From an optimization exercise on the open Yosys and OpenROAD flow, aimed at small area, a short achievable clock period and few clock cycles per item; shortcuts taken in it are not production practice. For this run, only the layout was checked, not whether the RTL still works. Power is estimated from default activity; no workload was simulated.

<file path="flow/design.v">
module sig_16_hw #(parameter K=16,DWIDTH=32,EXPONENT_WIDTH=8, BIAS=8'd127)(input [DWIDTH-1:0] x_in,input clk,start,rst,output reg valid, output [DWIDTH-1:0] y_out);
wire [3:0] idxo;
wire       sp;
reg  [3:0] idx_q;
reg        sp_q, s_q;
always @(posedge clk)
begin
	idx_q <= idxo;
	sp_q  <= sp;
	s_q   <= x_in[31];
	if (rst)
		valid <= 1'b0;
	else
		valid <= start;
end
wire pa_n38, pa_n39, pa_n40, pa_n41, pa_n42, pa_n43, pa_n44, pa_n45, pa_n46, pa_n47, pa_n48, pa_n49, pa_n50, pa_n51, pa_n52, pa_n53, pa_n54, pa_n55, pa_n56, pa_n57, pa_n58, pa_n59, pa_n60, pa_n61, pa_n62, pa_n63, pa_n64, pa_n65, pa_n66, pa_n67, pa_n68, pa_n69, pa_n70, pa_n71, pa_n72, pa_n73, pa_n74, pa_n75, pa_n76, pa_n77, pa_n78, pa_n79, pa_n80, pa_n81, pa_n82, pa_n83, pa_n84, pa_n86, pa_n87, pa_n88, pa_n89, pa_n90, pa_n91, pa_n92, pa_n93, pa_n94, pa_n95, pa_n96, pa_n97, pa_n98, pa_n99, pa_n100, pa_n101, pa_n102, pa_n103, pa_n104, pa_n105, pa_n106, pa_n107, pa_n108, pa_n109, pa_n110, pa_n111, pa_n112, pa_n113, pa_n114, pa_n115, pa_n116, pa_n117, pa_n118, pa_n119, pa_n120, pa_n121, pa_n122, pa_n123, pa_n124, pa_n125, pa_n126, pa_n127, pa_n128, pa_n129, pa_n130, pa_n131, pa_n132, pa_n133, pa_n134, pa_n135, pa_n136, pa_n137, pa_n138, pa_n139, pa_n140, pa_n141, pa_n142, pa_n143, pa_n144, pa_n145, pa_n146, pa_n148, pa_n149, pa_n150, pa_n151, pa_n152, pa_n153, pa_n154, pa_n155, pa_n157, pa_n158, pa_n160, pa_n161;
assign pa_n38 = x_in[25]& x_in[26];
assign pa_n39 = x_in[27]& x_in[28];
assign pa_n40 = x_in[29]& pa_n39;
assign pa_n41 = pa_n38 & pa_n40;
assign pa_n42 = x_in[24]& pa_n41;
assign pa_n43 = x_in[23]& pa_n42;
assign pa_n44 = x_in[21]& x_in[22];
assign pa_n45 = pa_n43 & pa_n44;
assign pa_n46 = ~x_in[30]& ~pa_n45;
assign pa_n47 = ~x_in[19]& ~x_in[20];
assign pa_n48 = x_in[16]& x_in[17];
assign pa_n49 = ~x_in[18]& ~pa_n48;
assign pa_n50 = pa_n47 & pa_n49;
assign pa_n51 = x_in[19]& x_in[20];
assign pa_n52 = x_in[21]& pa_n51;
assign pa_n53 = ~pa_n49 & pa_n52;
assign pa_n54 = ~x_in[22]& ~pa_n53;
assign pa_n55 = ~x_in[16]& ~x_in[17];
assign pa_n56 = ~x_in[21]& ~x_in[22];
assign pa_n57 = ~x_in[19]& pa_n56;
assign pa_n58 = pa_n55 & pa_n57;
assign pa_n59 = x_in[24]& ~pa_n58;
assign pa_n60 = pa_n54 & pa_n59;
assign pa_n61 = ~x_in[18]& ~x_in[19];
assign pa_n62 = x_in[20]& ~pa_n61;
assign pa_n63 = pa_n56 & ~pa_n62;
assign pa_n64 = x_in[23]& pa_n41;
assign pa_n65 = ~pa_n63 & pa_n64;
assign pa_n66 = ~pa_n60 & pa_n65;
assign pa_n67 = ~pa_n44 & ~pa_n63;
assign pa_n68 = pa_n42 & ~pa_n67;
assign pa_n69 = ~pa_n66 & ~pa_n68;
assign pa_n70 = ~pa_n50 & pa_n69;
assign pa_n71 = ~pa_n46 & ~pa_n70;
assign pa_n72 = pa_n46 & pa_n69;
assign pa_n73 = ~x_in[24]& ~x_in[25];
assign pa_n74 = ~x_in[26]& ~x_in[27];
assign pa_n75 = ~x_in[28]& ~x_in[29];
assign pa_n76 = pa_n74 & pa_n75;
assign pa_n77 = pa_n73 & pa_n76;
assign pa_n78 = ~x_in[23]& pa_n77;
assign pa_n79 = x_in[30]& ~pa_n78;
assign pa_n80 = x_in[15]& x_in[16];
assign pa_n81 = ~x_in[17]& ~pa_n80;
assign pa_n82 = pa_n57 & pa_n81;
assign pa_n83 = x_in[30]& ~pa_n63;
assign pa_n84 = ~pa_n82 & pa_n83;
assign idxo[3]= pa_n79 | pa_n84;
assign pa_n86 = ~x_in[15]& ~x_in[18];
assign pa_n87 = ~x_in[20]& pa_n55;
assign pa_n88 = pa_n86 & pa_n87;
assign pa_n89 = x_in[21]& ~pa_n47;
assign pa_n90 = ~pa_n88 & pa_n89;
assign pa_n91 = idxo[3]& ~pa_n90;
assign pa_n92 = ~pa_n72 & ~pa_n91;
assign pa_n93 = ~pa_n71 & pa_n92;
assign pa_n94 = ~x_in[22]& pa_n86;
assign pa_n95 = x_in[30]& ~pa_n94;
assign pa_n96 = ~pa_n54 & pa_n95;
assign pa_n97 = x_in[18]& x_in[19];
assign pa_n98 = pa_n48 & pa_n97;
assign pa_n99 = ~x_in[20]& ~x_in[21];
assign pa_n100 = ~pa_n98 & pa_n99;
assign pa_n101 = pa_n96 & ~pa_n100;
assign pa_n102 = ~pa_n93 & ~pa_n101;
assign pa_n103 = ~x_in[22]& pa_n96;
assign pa_n104 = ~pa_n102 & ~pa_n103;
assign pa_n105 = x_in[15]& x_in[17];
assign pa_n106 = pa_n50 & ~pa_n105;
assign pa_n107 = x_in[30]& pa_n44;
assign pa_n108 = ~pa_n106 & pa_n107;
assign pa_n109 = ~pa_n79 & ~pa_n108;
assign pa_n110 = ~pa_n104 & pa_n109;
assign pa_n111 = pa_n56 & pa_n77;
assign pa_n112 = ~x_in[14]& ~x_in[17];
assign pa_n113 = x_in[18]& ~pa_n112;
assign pa_n114 = ~pa_n81 & pa_n113;
assign pa_n115 = pa_n47 & ~pa_n114;
assign pa_n116 = pa_n111 & pa_n115;
assign pa_n117 = pa_n79 & ~pa_n116;
assign pa_n118 = ~x_in[19]& ~pa_n48;
assign pa_n119 = ~pa_n105 & pa_n118;
assign pa_n120 = pa_n62 & ~pa_n119;
assign pa_n121 = ~pa_n109 & ~pa_n120;
assign pa_n122 = pa_n104 & pa_n121;
assign pa_n123 = ~pa_n117 & ~pa_n122;
assign pa_n124 = ~pa_n110 & pa_n123;
assign pa_n125 = ~x_in[12]& ~x_in[13];
assign pa_n126 = ~x_in[14]& pa_n125;
assign pa_n127 = ~x_in[8]& ~x_in[9];
assign pa_n128 = ~x_in[10]& ~x_in[11];
assign pa_n129 = pa_n127 & pa_n128;
assign pa_n130 = pa_n126 & pa_n129;
assign pa_n131 = pa_n57 & pa_n130;
assign pa_n132 = ~x_in[4]& ~x_in[5];
assign pa_n133 = ~x_in[6]& ~x_in[7];
assign pa_n134 = pa_n132 & pa_n133;
assign pa_n135 = ~x_in[0]& ~x_in[1];
assign pa_n136 = ~x_in[2]& ~x_in[3];
assign pa_n137 = pa_n135 & pa_n136;
assign pa_n138 = pa_n134 & pa_n137;
assign pa_n139 = pa_n88 & pa_n138;
assign pa_n140 = pa_n131 & pa_n139;
assign pa_n141 = pa_n43 & ~pa_n140;
assign pa_n142 = pa_n61 & pa_n81;
assign pa_n143 = x_in[20]& ~pa_n142;
assign pa_n144 = pa_n111 & ~pa_n143;
assign pa_n145 = pa_n79 & ~pa_n144;
assign pa_n146 = ~pa_n141 & pa_n145;
assign idxo[0]= pa_n124 | pa_n146;
assign pa_n148 = pa_n59 & pa_n65;
assign pa_n149 = ~x_in[23]& pa_n63;
assign pa_n150 = pa_n42 & ~pa_n149;
assign pa_n151 = ~pa_n148 & pa_n150;
assign pa_n152 = pa_n46 & ~pa_n151;
assign pa_n153 = ~idxo[3]& ~pa_n152;
assign pa_n154 = ~pa_n96 & ~pa_n153;
assign pa_n155 = pa_n109 & ~pa_n154;
assign idxo[1]= pa_n117 | pa_n155;
assign pa_n157 = ~x_in[30]& ~pa_n148;
assign pa_n158 = ~idxo[3]& ~pa_n157;
assign idxo[2]= ~pa_n109 | pa_n158;
assign pa_n160 = pa_n79 & ~pa_n111;
assign pa_n161 = ~x_in[30]& pa_n78;
assign sp = pa_n160 | pa_n161;
wire pb_n40, pb_n41, pb_n42, pb_n43, pb_n44, pb_n45, pb_n46, pb_n47, pb_n48, pb_n49, pb_n50, pb_n52, pb_n53, pb_n54, pb_n55, pb_n56, pb_n57, pb_n58, pb_n59, pb_n60, pb_n61, pb_n62, pb_n64, pb_n65, pb_n66, pb_n67, pb_n68, pb_n69, pb_n70, pb_n71, pb_n72, pb_n73, pb_n74, pb_n75, pb_n76, pb_n77, pb_n79, pb_n80, pb_n81, pb_n82, pb_n83, pb_n84, pb_n86, pb_n87, pb_n88, pb_n89, pb_n90, pb_n91, pb_n92, pb_n93, pb_n94, pb_n95, pb_n96, pb_n97, pb_n98, pb_n99, pb_n101, pb_n102, pb_n103, pb_n104, pb_n105, pb_n106, pb_n107, pb_n108, pb_n109, pb_n110, pb_n111, pb_n112, pb_n113, pb_n114, pb_n116, pb_n117, pb_n118, pb_n119, pb_n120, pb_n121, pb_n122, pb_n123, pb_n124, pb_n126, pb_n127, pb_n128, pb_n129, pb_n130, pb_n131, pb_n132, pb_n133, pb_n134, pb_n135, pb_n136, pb_n137, pb_n139, pb_n140, pb_n141, pb_n142, pb_n143, pb_n144, pb_n145, pb_n146, pb_n148, pb_n149, pb_n150, pb_n151, pb_n153, pb_n154, pb_n155, pb_n156, pb_n157, pb_n158, pb_n159, pb_n160, pb_n162, pb_n163, pb_n164, pb_n165, pb_n166, pb_n168, pb_n169, pb_n170, pb_n171, pb_n172, pb_n173, pb_n174, pb_n175, pb_n176, pb_n177, pb_n178, pb_n179, pb_n181, pb_n182, pb_n183, pb_n184, pb_n185, pb_n186, pb_n187, pb_n188, pb_n189, pb_n190, pb_n192, pb_n193, pb_n194, pb_n195, pb_n196, pb_n198, pb_n199, pb_n200, pb_n201, pb_n202, pb_n203, pb_n205, pb_n206, pb_n207, pb_n208, pb_n209, pb_n210, pb_n211, pb_n213, pb_n214, pb_n215, pb_n216, pb_n218, pb_n219, pb_n220, pb_n222, pb_n223, pb_n224, pb_n225, pb_n226, pb_n228, pb_n229, pb_n230, pb_n232, pb_n233, pb_n234, pb_n235, pb_n236, pb_n238, pb_n239, pb_n240, pb_n242, pb_n244, pb_n245, pb_n246, pb_n247, pb_n248, pb_n250, pb_n251, pb_n254, pb_n255;
assign pb_n40 = idx_q[0]& ~idx_q[2];
assign pb_n41 = ~idx_q[1]& pb_n40;
assign pb_n42 = ~idx_q[3]& ~pb_n41;
assign pb_n43 = ~idx_q[0]& idx_q[2];
assign pb_n44 = idx_q[1]& ~pb_n43;
assign pb_n45 = pb_n42 & ~pb_n44;
assign pb_n46 = idx_q[1]& idx_q[3];
assign pb_n47 = ~s_q & ~pb_n46;
assign pb_n48 = ~idx_q[2]& idx_q[3];
assign pb_n49 = ~sp_q & ~pb_n48;
assign pb_n50 = pb_n47 & pb_n49;
assign y_out[0]= ~pb_n45 & pb_n50;
assign pb_n52 = ~idx_q[0]& ~idx_q[2];
assign pb_n53 = ~idx_q[1]& pb_n52;
assign pb_n54 = ~s_q & ~pb_n53;
assign pb_n55 = idx_q[0]& idx_q[1];
assign pb_n56 = pb_n48 & pb_n55;
assign pb_n57 = pb_n54 & ~pb_n56;
assign pb_n58 = ~idx_q[0]& ~idx_q[1];
assign pb_n59 = ~idx_q[2]& ~idx_q[3];
assign pb_n60 = ~pb_n58 & pb_n59;
assign pb_n61 = s_q & ~pb_n60;
assign pb_n62 = ~sp_q & ~pb_n61;
assign y_out[1]= ~pb_n57 & pb_n62;
assign pb_n64 = s_q & ~sp_q;
assign pb_n65 = pb_n59 & pb_n64;
assign pb_n66 = idx_q[2]& ~pb_n55;
assign pb_n67 = idx_q[3]& pb_n66;
assign pb_n68 = ~s_q & ~sp_q;
assign pb_n69 = ~pb_n40 & pb_n68;
assign pb_n70 = ~pb_n67 & pb_n69;
assign pb_n71 = idx_q[0]& idx_q[2];
assign pb_n72 = ~idx_q[1]& pb_n71;
assign pb_n73 = ~idx_q[3]& ~pb_n52;
assign pb_n74 = ~pb_n72 & pb_n73;
assign pb_n75 = pb_n48 & ~pb_n58;
assign pb_n76 = ~pb_n74 & ~pb_n75;
assign pb_n77 = pb_n70 & pb_n76;
assign y_out[2]= pb_n65 | pb_n77;
assign pb_n79 = ~idx_q[1]& idx_q[3];
assign pb_n80 = idx_q[0]& pb_n79;
assign pb_n81 = pb_n68 & ~pb_n80;
assign pb_n82 = pb_n64 & pb_n73;
assign pb_n83 = ~pb_n81 & ~pb_n82;
assign pb_n84 = ~idx_q[3]& pb_n66;
assign y_out[3]= ~pb_n83 & ~pb_n84;
assign pb_n86 = ~idx_q[0]& idx_q[1];
assign pb_n87 = ~pb_n43 & ~pb_n86;
assign pb_n88 = idx_q[2]& ~idx_q[3];
assign pb_n89 = ~idx_q[0]& idx_q[3];
assign pb_n90 = ~pb_n88 & ~pb_n89;
assign pb_n91 = pb_n87 & ~pb_n90;
assign pb_n92 = pb_n64 & pb_n91;
assign pb_n93 = idx_q[1]& idx_q[2];
assign pb_n94 = pb_n42 & ~pb_n93;
assign pb_n95 = pb_n68 & ~pb_n94;
assign pb_n96 = idx_q[3]& ~pb_n52;
assign pb_n97 = ~pb_n71 & pb_n96;
assign pb_n98 = ~pb_n55 & ~pb_n97;
assign pb_n99 = pb_n95 & pb_n98;
assign y_out[4]= pb_n92 | pb_n99;
assign pb_n101 = ~idx_q[2]& pb_n55;
assign pb_n102 = ~pb_n46 & ~pb_n48;
assign pb_n103 = ~pb_n101 & ~pb_n102;
assign pb_n104 = ~pb_n41 & ~pb_n43;
assign pb_n105 = ~idx_q[3]& ~pb_n104;
assign pb_n106 = ~pb_n103 & ~pb_n105;
assign pb_n107 = s_q & ~pb_n106;
assign pb_n108 = ~pb_n43 & ~pb_n58;
assign pb_n109 = ~pb_n101 & pb_n108;
assign pb_n110 = ~s_q & ~idx_q[3];
assign pb_n111 = pb_n109 & pb_n110;
assign pb_n112 = ~pb_n50 & ~pb_n64;
assign pb_n113 = ~pb_n70 & pb_n112;
assign pb_n114 = ~pb_n111 & ~pb_n113;
assign y_out[5]= ~pb_n107 & pb_n114;
assign pb_n116 = idx_q[1]& ~idx_q[3];
assign pb_n117 = idx_q[0]& pb_n116;
assign pb_n118 = ~idx_q[1]& ~idx_q[3];
assign pb_n119 = ~idx_q[0]& pb_n118;
assign pb_n120 = pb_n64 & ~pb_n119;
assign pb_n121 = ~pb_n117 & pb_n120;
assign pb_n122 = ~pb_n103 & pb_n121;
assign pb_n123 = ~idx_q[1]& ~idx_q[2];
assign pb_n124 = pb_n70 & ~pb_n123;
assign y_out[6]= pb_n122 | pb_n124;
assign pb_n126 = ~pb_n86 & pb_n102;
assign pb_n127 = pb_n43 & pb_n118;
assign pb_n128 = pb_n46 & pb_n52;
assign pb_n129 = s_q & ~pb_n128;
assign pb_n130 = ~pb_n127 & pb_n129;
assign pb_n131 = ~pb_n126 & pb_n130;
assign pb_n132 = idx_q[3]& pb_n71;
assign pb_n133 = ~pb_n52 & pb_n118;
assign pb_n134 = ~pb_n132 & ~pb_n133;
assign pb_n135 = idx_q[2]& pb_n134;
assign pb_n136 = pb_n54 & ~pb_n135;
assign pb_n137 = ~sp_q & ~pb_n136;
assign y_out[7]= ~pb_n131 & pb_n137;
assign pb_n139 = ~pb_n59 & pb_n68;
assign pb_n140 = ~pb_n95 & ~pb_n139;
assign pb_n141 = ~pb_n44 & ~pb_n102;
assign pb_n142 = ~pb_n140 & ~pb_n141;
assign pb_n143 = idx_q[3]& pb_n41;
assign pb_n144 = pb_n64 & ~pb_n143;
assign pb_n145 = ~pb_n45 & ~pb_n89;
assign pb_n146 = pb_n144 & pb_n145;
assign y_out[8]= pb_n142 | pb_n146;
assign pb_n148 = idx_q[3]& ~pb_n109;
assign pb_n149 = ~pb_n94 & ~pb_n148;
assign pb_n150 = pb_n64 & ~pb_n149;
assign pb_n151 = pb_n68 & ~pb_n98;
assign y_out[9]= pb_n150 | pb_n151;
assign pb_n153 = pb_n64 & ~pb_n128;
assign pb_n154 = ~pb_n79 & ~pb_n88;
assign pb_n155 = ~pb_n117 & pb_n154;
assign pb_n156 = pb_n153 & pb_n155;
assign pb_n157 = ~idx_q[3]& ~pb_n53;
assign pb_n158 = ~pb_n101 & pb_n157;
assign pb_n159 = ~pb_n56 & pb_n68;
assign pb_n160 = ~pb_n158 & pb_n159;
assign y_out[10]= pb_n156 | pb_n160;
assign pb_n162 = ~idx_q[2]& ~pb_n80;
assign pb_n163 = pb_n121 & pb_n162;
assign pb_n164 = pb_n40 & pb_n81;
assign pb_n165 = pb_n64 & pb_n66;
assign pb_n166 = ~pb_n164 & ~pb_n165;
assign y_out[11]= pb_n163 | ~pb_n166;
assign pb_n168 = pb_n55 & pb_n88;
assign pb_n169 = pb_n68 & ~pb_n168;
assign pb_n170 = pb_n87 & pb_n169;
assign pb_n171 = ~pb_n89 & ~pb_n103;
assign pb_n172 = idx_q[2]& pb_n79;
assign pb_n173 = ~pb_n108 & ~pb_n172;
assign pb_n174 = ~pb_n171 & ~pb_n173;
assign pb_n175 = ~pb_n41 & ~pb_n117;
assign pb_n176 = ~idx_q[2]& pb_n46;
assign pb_n177 = pb_n64 & ~pb_n176;
assign pb_n178 = pb_n175 & pb_n177;
assign pb_n179 = ~pb_n174 & pb_n178;
assign y_out[12]= pb_n170 | pb_n179;
assign pb_n181 = ~pb_n71 & pb_n116;
assign pb_n182 = ~pb_n72 & ~pb_n181;
assign pb_n183 = ~pb_n46 & pb_n52;
assign pb_n184 = ~pb_n119 & ~pb_n183;
assign pb_n185 = pb_n169 & pb_n184;
assign pb_n186 = ~pb_n182 & pb_n185;
assign pb_n187 = ~pb_n80 & pb_n123;
assign pb_n188 = pb_n64 & ~pb_n187;
assign pb_n189 = ~pb_n67 & ~pb_n101;
assign pb_n190 = pb_n188 & pb_n189;
assign y_out[13]= pb_n186 | pb_n190;
assign pb_n192 = ~pb_n58 & pb_n84;
assign pb_n193 = pb_n69 & ~pb_n192;
assign pb_n194 = idx_q[0]& pb_n94;
assign pb_n195 = pb_n64 & ~pb_n174;
assign pb_n196 = ~pb_n194 & pb_n195;
assign y_out[14]= pb_n193 | pb_n196;
assign pb_n198 = ~pb_n71 & pb_n158;
assign pb_n199 = idx_q[2]& pb_n89;
assign pb_n200 = pb_n47 & ~pb_n199;
assign pb_n201 = ~pb_n198 & pb_n200;
assign pb_n202 = pb_n130 & pb_n175;
assign pb_n203 = ~sp_q & ~pb_n202;
assign y_out[15]= ~pb_n201 & pb_n203;
assign pb_n205 = ~pb_n93 & pb_n198;
assign pb_n206 = ~pb_n52 & ~pb_n102;
assign pb_n207 = pb_n64 & ~pb_n206;
assign pb_n208 = ~pb_n205 & pb_n207;
assign pb_n209 = ~idx_q[0]& ~pb_n102;
assign pb_n210 = pb_n68 & ~pb_n116;
assign pb_n211 = ~pb_n209 & pb_n210;
assign y_out[16]= pb_n208 | pb_n211;
assign pb_n213 = pb_n95 & pb_n171;
assign pb_n214 = idx_q[2]& pb_n171;
assign pb_n215 = ~pb_n194 & pb_n214;
assign pb_n216 = pb_n188 & ~pb_n215;
assign y_out[17]= pb_n213 | pb_n216;
assign pb_n218 = ~idx_q[1]& ~pb_n91;
assign pb_n219 = pb_n68 & ~pb_n218;
assign pb_n220 = pb_n134 & pb_n153;
assign y_out[18]= pb_n219 | pb_n220;
assign pb_n222 = idx_q[0]& pb_n88;
assign pb_n223 = pb_n68 & ~pb_n75;
assign pb_n224 = ~pb_n222 & pb_n223;
assign pb_n225 = ~pb_n172 & ~pb_n181;
assign pb_n226 = pb_n177 & pb_n225;
assign y_out[19]= pb_n224 | pb_n226;
assign pb_n228 = ~idx_q[3]& ~pb_n127;
assign pb_n229 = pb_n64 & ~pb_n228;
assign pb_n230 = pb_n98 & pb_n229;
assign y_out[20]= pb_n185 | pb_n230;
assign pb_n232 = ~pb_n44 & pb_n110;
assign pb_n233 = ~sp_q & ~pb_n132;
assign pb_n234 = ~pb_n74 & pb_n233;
assign pb_n235 = ~pb_n148 & pb_n234;
assign pb_n236 = ~pb_n68 & ~pb_n235;
assign y_out[21]= ~pb_n232 & ~pb_n236;
assign pb_n238 = idx_q[3]& pb_n104;
assign pb_n239 = pb_n64 & pb_n182;
assign pb_n240 = ~pb_n238 & pb_n239;
assign y_out[30]= sp_q & pb_n86;
assign pb_n242 = ~pb_n139 & ~y_out[30];
assign y_out[22]= pb_n240 | ~pb_n242;
assign pb_n244 = ~pb_n46 & ~pb_n84;
assign pb_n245 = pb_n144 & pb_n244;
assign pb_n246 = sp_q & idx_q[0];
assign pb_n247 = ~s_q & pb_n246;
assign pb_n248 = ~y_out[30]& ~pb_n247;
assign y_out[23]= pb_n245 | ~pb_n248;
assign pb_n250 = pb_n49 & ~pb_n168;
assign pb_n251 = ~pb_n246 & ~pb_n250;
assign y_out[24]= ~s_q | pb_n251;
assign y_out[26]= ~s_q | ~pb_n246;
assign pb_n254 = ~idx_q[3]& ~pb_n168;
assign pb_n255 = pb_n64 & ~pb_n254;
assign y_out[25]= y_out[26]& ~pb_n255;
assign y_out[31]= 1'b0;
assign y_out[27]= y_out[26];
assign y_out[28]= y_out[26];
assign y_out[29]= y_out[26];
endmodule
</file>
<file path="flow/flow/run.sh">
#!/bin/bash
# The standard layout, with the smallest buffer on the ports instead of
# the delay buffer buffer_ports would pick by itself, and timing repair
# aiming at a shorter period than the clock's.
set -euo pipefail
export BUFFER_PORTS_ARGS="-buffer_cell sky130_fd_sc_hd__buf_1"
export SETUP_SLACK_MARGIN=6.0
bash standard.sh > standard.log 2>&1
</file>
<file path="flow/standard.sh">
#!/bin/bash
# synth_recipe.tcl (not shown) runs the flow's synth.tcl, then flattens the netlist and writes it again
# the make line also repeats each setting of config.mk as NAME=value (left out here)
make -C /OpenROAD-flow-scripts/flow DESIGN_CONFIG=/design/flow/config.mk WORK_HOME=/design/flow/orfs CLKGATE_MAP_FILE= SYNTH_SCRIPT=/design/flow/synth_recipe.tcl "${@:-finish}"
</file>
<file path="flow/config.mk">
export PLATFORM = sky130hd
export DESIGN_NAME = sig_16_hw
export DESIGN_NICKNAME = sig_16_hw
export VERILOG_FILES = /design/flow/design.v
export SDC_FILE = /design/flow/constraint.sdc
export NUM_CORES = 4
export LEC_CHECK = 0
export ABC_AREA = 1
export CAP_MARGIN = 20
export CORE_MARGIN = 2
export CORE_UTILIZATION = 40
export CTS_BUF_LIST = sky130_fd_sc_hd__clkbuf_4
export CTS_CLUSTER_DIAMETER = 200
export CTS_CLUSTER_SIZE = 20
export PLACE_DENSITY = 0.6
export SLEW_MARGIN = 20
</file>
<file path="flow/constraint.sdc">
create_clock -name core_clock -period 10.0 [get_ports {clk}]
set_input_delay 2.0000 -clock core_clock [delete_from_list [all_inputs] [get_ports {clk}]]
set_output_delay 2.0000 -clock core_clock [all_outputs]
set_load 0.01 [all_outputs]
</file>
==> flow_metrics.tcl <==
set metrics [dict create \
    outcome "finished clean" \
    max_freq_mhz 250.0 \
    tns_ns 0 \
    synth_nets 321 \
    drc 0 \
    total_leakage_power_nw 0.7654 \
    drtPass1Iterations 5 \
    port_buffers 66 \
    dieHeight_um 64.96 \
    cts_sinks 7 \
    cp-end-kind "output port" \
    num_rows 22 \
    layout.nets 388 \
    power_mw 0.1550 \
    antenna_found_initial 0 \
    path_clk_slew_ns 0.05 \
    dr.first_iter.drc_count 307 \
    setup_viol 0 \
    synth_top_area_share 0.1439 \
    cts_tree "built" \
    async_reset_ff_frac 0 \
    hold_viol_final 0 \
    drt-total-wl_um 5471 \
    ant_nets 0 \
    hp-class "input pin to register" \
    core_area_sq_um 3606 \
    grt_pass1_wl_um 9018 \
    arrival_ns 2.00 \
    seq_area_frac_synth 0.09428 \
    synth-main-ff-cell "dfxtp_1" \
    clkPwrFrac 0.177 \
    grt_max_degree 16 \
    grt_pass1_vias 2052 \
    worstPathMaxFanout 7 \
    crit_chain "inv_2 > nor2_4 > inv_1 > a211oi_1 > nand3_1 > o211ai_1 > buf_1" \
    critPathSlowestCell "dfxtp_1" \
    drv_cap 0 \
    vias 2210 \
    final_core_util 0.5073 \
    yosys_warnings 1 \
    clockBufferDepth 2 \
    wl_per_cell_um 13.68 \
    grt-ovfl-total 0 \
    die_area_sq_um 4220 \
    critPathLaunchType "register" \
    initial_core_util 0.4122 \
    p_comb_frac 0.588 \
    switchingPower_mw 0.07754 \
    finalCriticalPeriod_ns 4.000 \
    layout-drive-gt1-share 0.1023 \
    n_antenna_cell 0 \
    yosysUniqueCellTypes 37 \
    switching_share 0.5001 \
    dp.cells 390 \
    crit_buf_inv 3 \
    viasPerCell 5.525 \
    area_delta_synth_final_pct 23.06 \
    synth_edf_count 0 \
    grt_use_total 0.2688 \
    netlist_top_cells_area "nand2_1 (14%), nor2_1 (12%), o21ai_0 (12%), inv_1 (10%), dfxtp_1 (9.4%)" \
    ir_drop_uv 38.80 \
    ys_ff_latch 7 \
    cts_hold_buf 0 \
    cts_buffers 3 \
    synth_area_sq_um 1486 \
    h-tree-depth 1 \
    report.final.slew_viol_count 0 \
    dp_hpwl_um 4405 \
    critical-path-top-delay-family "compound AO/OA/AOI/OAI gates" \
    finalCritPeriodShare 0.4000 \
    max_stage_delay_ns 0.48 \
    nFillCells 412 \
    fp.dieW_um 64.96 \
    power_density_nw_per_um2 84.75 \
    p_seq_frac 0.235 \
    avgSynthCellArea_sq_um 5.197 \
    syn_inst 286 \
    fin_cells 400 \
    crit_required_ns 8.00 \
    root_buffer "clkbuf_4" \
    gp_congestion 1.024 \
    num_io_pins 68 \
    rsz0062_at_grt "true" \
    yosys.area.top_type "nand2_1" \
    critPathKind "register to output port" \
    intPower_mw 0.07749 \
]
==> layout make-up <==
cell class / count / area (sq um) / area share
timing repair buffer: 72 / 292.8 / 0.1601
inverter: 44 / 168.9 / 0.09234
tap: 48 / 60.06 / 0.03283
clock buffer: 4 / 30.03 / 0.01642
sequential: 7 / 152.6 / 0.08345
multi-input combinational: 225 / 1125 / 0.6149
==> power groups by stage <==
| stage | logic [mW] | clock network, mW | registers (mW) |
|---|---|---|---|
| after CTS | 0.0874 | 0.0282 | 0.0360 |
| after detailed placement | 0.0851 | 0 | 0.0361 |
| after global placement | 0.0864 | 0 | 0.0363 |
| after global routing | 0.102 | 0.0299 | 0.0371 |
| after floorplan | 0.0611 | 0 | 0.0327 |
| final | 0.0911 | 0.0275 | 0.0365 |
==> worst paths after layout <==
path                        start           to  slack, ns  cells past startpoint
worst min-delay path     x_in[31]  s_q$_DFF_P_       1.86                      1
worst max-delay path  s_q$_DFF_P_    y_out[11]       6.00                      7
==> cell families after synthesis <==
| kind of cell | after synthesis | share of synthesized area |
|---|---|---|
| flip-flops | 7 | 0.09427 |
| buffers and inverters | 54 | 0.1591 |
| AO/OA/AOI/OAI | 74 | 0.3005 |
| other | 1 | 0.002523 |
| AND/OR/NAND/NOR | 150 | 0.4436 |
==> metal layers <==
layer  wire length [um]  global-route usage  vias to the layer above
met5                  0                   0                        -
met4                297              0.1835                        0
met3                399             0.02604                       30
met2               2643              0.4742                      132
met1               2130              0.3022                      961
li1                   -                   -                     1087
==> cell usage after synthesis, types with 3 or more instances <==
master,instances
nand3_1,20
nor2_1,49
inv_2,4
nor4_1,3
a21oi_1,13
inv_1,40
nand2_1,57
buf_2,3
o21ai_0,35
buf_4,6
o211ai_1,4
a211oi_1,3
dfxtp_1,7
nor2_2,6
nor3_1,5
==> sequential cells by signal, indices dropped and copies added (netlist names) <==
signal / cells
idx_q: 4
s_q: 1
sp_q: 1
valid: 1
==> cell usage in the layout, fill, tap and decap left out, drive strengths merged, types with 2 or more instances in the layout <==
cell type,instances
a31oi,2
o311ai,2
nor2,57
nor3b,2
nor3,5
o21ai,39
nand2,59
inv,43
nand4,2
dfxtp,7
o211ai,4
clkbuf,4
a211oi,4
buf,72
nor4,3
a21oi,14
nand3,21
o31ai,2
==> what timing repair did <==
item	CTS	global route
pin swaps	1	1
hold endpoints to repair	0	0
gates resized for setup	6	9
setup endpoints to repair	12	12
setup buffers	4	2
==> through the flow <==
stage               hold WS [ns]  area [sq um]  setup WS (ns)
global route               1.869          1829          5.954
floorplan                  2.028          1486          6.688
global placement           2.103          1723          5.897
detailed placement         2.110          1723          6.033
CTS                        1.853          1795          6.058
finish                     1.855          1829          6.000

==> what the ideal ports hide <==
The flow's constraints put no driver on any port. The routed layout listed below was extracted and timed again, unchanged, in two steps.
Step 1 assumes that a clkbuf_16 drives the clock port and a buf_2 every other input.
Step 2 also shifts input and output timing later by t, the mid clock arrival at the registers, as if the neighbouring blocks saw the same clock.
a / b / c = no drivers / after step 1 / after step 2; a / b = the first two.
t (ns): 0.261
slack for setup (ns): 6.000 / 5.985 / 6.245
worst data-port slew with drivers (ns): 0.03
After both steps this run still meets setup and hold. For this run, drivers alone change the setup slack by -0.015 ns; drivers and shift together by +0.245 ns.
